From an optimization exercise on the open Yosys and OpenROAD flow, aimed at small area; shortcuts taken in it are not production practice. Only simulation tests tie the RTL to the original design; equivalence was not proved. Power is estimated from default activity; no workload was simulated.

// flight_top
module flight_top (
    input  logic        clk100mhz,
    input  logic        btnC,
    input  logic [15:0] sw,
    output logic [15:0] led
);
    logic rst;
    assign rst = btnC;
    logic [16:0] m;
    logic        fresh;    
    logic        upd;
    assign upd = m[16] & m[15] & m[10] & m[9] & m[7] & m[5];
    always_ff @(posedge clk100mhz) begin
        if (rst)      m <= 17'd0;
        else if (upd) m <= 17'd1;
        else          m <= m + 17'd1;
        fresh <= rst | (fresh & ~upd);
    end
    logic [4:0] t;
    assign t = m[4:0];
    logic hz, p1, p2;
    assign hz = (m[16:7] == 10'd0);
    assign p1 = hz & ~m[6] &  m[5] & ~t[4];     
    assign p2 = hz &  m[6] & ~m[5];             
    logic lo8, lo16, t0, t31;
    assign lo8  = ~t[4] & ~t[3];
    assign lo16 = ~t[4];
    assign t0   = (t == 5'd0);
    assign t31  = (t == 5'd31);
    logic [7:0]  L, N, C, Il;
    logic [15:0] R, E, Ih;
    logic [12:0] P;
    logic [7:0]  V;
    logic L_t, N_t, C_t, Il_t, R_t, E_t, Ih_t, P_t;
    assign L_t  = L[7];
    assign N_t  = N[7];
    assign C_t  = C[7];
    assign Il_t = Il[7];
    assign R_t  = R[15];
    assign E_t  = E[15];
    assign Ih_t = Ih[15];
    assign P_t  = P[12];
    logic vsel, astr;
    assign vsel = V[t[2:0]];
    assign astr = t[3] ? vsel : L_t;
    logic cr_q, cr_in, r_x, r_s, r_c;
    assign cr_in = t0 ? 1'b0 : cr_q;
    assign r_x   = lo8 & (p1 ? N_t : C_t);
    assign {r_c, r_s} = R_t + r_x + cr_in;
    logic cd_q, cd_in, d_s, d_c;
    assign cd_in = t0 ? 1'b0 : cd_q;
    assign {d_c, d_s} = astr + R_t + cd_in;
    logic nf_q, nf_in, neg_o;
    assign nf_in = t0 ? 1'b0 : nf_q;
    assign neg_o = astr ^ nf_in;
    logic ci_q, ci_in, sg_q, i_a, i_b, i_s, i_c;
    assign ci_in = t0 ? 1'b0 : ci_q;
    assign i_a   = lo8 ? Il_t : Ih_t;
    assign i_b   = t[4] ? sg_q : E_t;
    assign {i_c, i_s} = i_a + i_b + ci_in;
    logic g1, g3, g5, g7;
    assign g1 = (t[3:0] != 4'd0);
    assign g3 = t[3] | t[2] | (t[1] & t[0]);
    assign g5 = t[3] | (t[2] & (t[1] | t[0]));
    assign g7 = t[3] | (t[2] & t[1] & t[0]);
    logic x1, x2, x3, x4, x5;
    assign x1 =   g7 & E[6];
    assign x2 = ~(g3 & E[2]);
    assign x3 = ~(g5 & P[2]);
    assign x4 = ~(g3 & P[0]);
    assign x5 =   g1 & Ih[8];
    logic [3:0] k_q, k_in;
    assign k_in = t0 ? 4'b0111 : k_q;
    logic sa, ca, sb, cb, sc, cc, sd, cd;
  ...
Size: about 340 cells after synthesis.
clock: 10.0 ns
lec_check: 0
cap_margin: 20
core_margin: 2
core_utilization: 40
cts_buf_list: sky130_fd_sc_hd__clkbuf_8
cts_cluster_diameter: 100
cts_cluster_size: 40
slew_margin: 20
run.sh (not shown) runs the stock make flow with config.mk's settings and CLKGATE_MAP_FILE= SYNTH_SCRIPT=/design/flow/synth_recipe.tcl, a recipe that flattens the netlist after the stock synthesis.
Change:
==> flow/flow/run.sh (new file) <==
#!/bin/bash
# Standard layout, with small port buffers and a clock tree without dummy loads.
set -euo pipefail
bash standard.sh finish \
  BUFFER_PORTS_ARGS="-buffer_cell sky130_fd_sc_hd__buf_1" \
  CTS_ARGS="-sink_clustering_enable -repair_clock_nets -dont_use_dummy_load -sink_clustering_size 20 -sink_clustering_max_diameter 60 -buf_list sky130_fd_sc_hd__clkbuf_4" \
  > make.log 2>&1
==> flow/standard.sh (new file) <==
#!/bin/bash
# synth_recipe.tcl (not shown) runs the flow's synth.tcl, then flattens the netlist and writes it again
# the make line also repeats each setting of config.mk as NAME=value (left out here)
make -C /OpenROAD-flow-scripts/flow DESIGN_CONFIG=/design/flow/config.mk WORK_HOME=/design/flow/orfs CLKGATE_MAP_FILE= SYNTH_SCRIPT=/design/flow/synth_recipe.tcl "${@:-finish}"
CORE_UTILIZATION = 75   (was 40)
CTS_BUF_LIST = unset   (was sky130_fd_sc_hd__clkbuf_8)
CTS_CLUSTER_DIAMETER = unset   (was 100)
CTS_CLUSTER_SIZE = unset   (was 40)
PLACE_DENSITY = 0.85   (was unset)
removed: flow/run.sh
Outcome: The changed run completed with no timing, DRC or antenna violations. Global-route usage increases by 12 points. Total power decreases by 28%. Design area decreases by 11%. Setup slack gets worse by 0.14 ns. Worst hold slack gets worse by 0.012 ns. Non-clock buffer count stays the same. Routed wire length increases by 2.6%. Via count increases by 1.7%. Sequential power stays flat. Count of clock-buffer cells in the layout does not change.

* * *

flight_top again, from the RTL that the note above started with.
Design flight_top, start of the top module:
module flight_top (
    input  logic        clk100mhz,
    input  logic        btnC,
    input  logic [15:0] sw,
    output logic [15:0] led
);
clock: 10.0 ns
lec_check: 0
cap_margin: 20
core_margin: 2
core_utilization: 40
cts_buf_list: sky130_fd_sc_hd__clkbuf_4
cts_cluster_diameter: 60
cts_cluster_size: 20
slew_margin: 20
Stock flow here: none of the scripts above is used.
The baseline passed the timing, DRC and antenna checks.
Next try:
==> flow/flow/run.sh (new file) <==
#!/bin/bash
# Standard layout, with small port buffers and a clock tree without dummy loads.
set -euo pipefail
bash standard.sh finish \
  BUFFER_PORTS_ARGS="-buffer_cell sky130_fd_sc_hd__buf_1" \
  CTS_ARGS="-sink_clustering_enable -repair_clock_nets -dont_use_dummy_load -sink_clustering_size 20 -sink_clustering_max_diameter 60 -buf_list sky130_fd_sc_hd__clkbuf_4" \
  > make.log 2>&1
==> flow/standard.sh (new file) <==
#!/bin/bash
# synth_recipe.tcl (not shown) runs the flow's synth.tcl, then flattens the netlist and writes it again
# the make line also repeats each setting of config.mk as NAME=value (left out here)
make -C /OpenROAD-flow-scripts/flow DESIGN_CONFIG=/design/flow/config.mk WORK_HOME=/design/flow/orfs CLKGATE_MAP_FILE= SYNTH_SCRIPT=/design/flow/synth_recipe.tcl "${@:-finish}"
CTS_BUF_LIST = default   (was sky130_fd_sc_hd__clkbuf_4)
CTS_CLUSTER_DIAMETER = default   (was 60)
CTS_CLUSTER_SIZE = default   (was 20)
removed: flow/run.sh
Effect: The changed run went through all stages and came out clean; clock power went down by well over a third; via count hardly moves; design area went down by a little under a tenth; combinational power went down by roughly a tenth; cell count went down by a few percent; die area does not change; count of clock-buffer cells in the layout does not change; global-route usage went down by 0.16 points; setup slack gets better by 0.059 ns.
Next try:
==> flow/flow/run.sh (replaced) <==
#!/bin/bash
# Standard layout, with small port buffers and a clock tree without dummy loads.
set -euo pipefail
bash standard.sh finish \
  BUFFER_PORTS_ARGS="-buffer_cell sky130_fd_sc_hd__buf_1" \
  CTS_ARGS="-sink_clustering_enable -repair_clock_nets -dont_use_dummy_load -sink_clustering_size 32 -sink_clustering_max_diameter 100 -buf_list sky130_fd_sc_hd__clkbuf_8" \
  > make.log 2>&1
Total power came out higher by 11%.
Via count came out lower by 0.63%.
Setup slack gains 0.013 ns.
Hold slack gains 0.015 ns.
Count of clock-buffer cells in the layout stays the same.
Final area came out higher by 2.5%.
Global-route usage came out higher by 0.15 points.
Sequential cell count stays the same.
Combinational power stays flat.
Register-to-register slack hardly moves.
Next try:
==> flow/run.sh (new file) <==
#!/bin/bash
# synth_recipe.tcl (not shown) runs the flow's synth.tcl, then flattens the netlist and writes it again
# the make line also repeats each setting of config.mk as NAME=value (left out here)
make -C /OpenROAD-flow-scripts/flow DESIGN_CONFIG=/design/flow/config.mk WORK_HOME=/design/flow/orfs CLKGATE_MAP_FILE= SYNTH_SCRIPT=/design/flow/synth_recipe.tcl finish
removed: flow/flow/run.sh
removed: flow/standard.sh
Outcome:
- total power rose by 43%
- routed wire length rises by 6.1%
- cell area grows by 12%
- count of clock-buffer cells in the layout does not change
- cell count is higher by 2.6%

[afterwards: timing with drivers on the ports]
No port has a modelled driver above. Below, the same layouts with a new extraction and two added sets of constraints. Step 1, drivers: a clkbuf_16 drives clk100mhz and a buf_2 each remaining input, both assumed. Step 2 adds t to the input delays and takes it off the output delays; t is the mean of the earliest and latest rising clock arrival at the registers after step 1. Input paths then give back, and output paths get back, about the clock's delay inside the block. a / b / c = no drivers / after step 1 / after step 2; a / b = the first two.
| run | shift t [ns] | slack for setup (ns) | hold slack, ns | clock arrival spread, ns |
|---|---|---|---|---|
| the first run of note 1 | 0.440 | 6.499 / 6.499 / 6.499 | 0.321 / 0.321 / 0.321 | 0.010 / 0.010 |
| the second run of note 1 | 0.501 | 6.355 / 6.355 / 6.355 | 0.309 / 0.309 / 0.309 | 0.048 / 0.048 |
| the first run of note 2 | 0.511 | 6.496 / 6.496 / 6.496 | 0.320 / 0.320 / 0.320 | 0.018 / 0.018 |
| the second run of note 2 | 0.494 | 6.555 / 6.555 / 6.555 | 0.281 / 0.281 / 0.281 | 0.053 / 0.053 |
| the third run of note 2 | 0.429 | 6.568 / 6.568 / 6.568 | 0.295 / 0.295 / 0.295 | 0.035 / 0.035 |
| the fourth run of note 2 | 0.530 | 6.492 / 6.492 / 6.492 | 0.322 / 0.322 / 0.322 | 0.007 / 0.008 |
After both steps setup and hold are still met in every run listed.
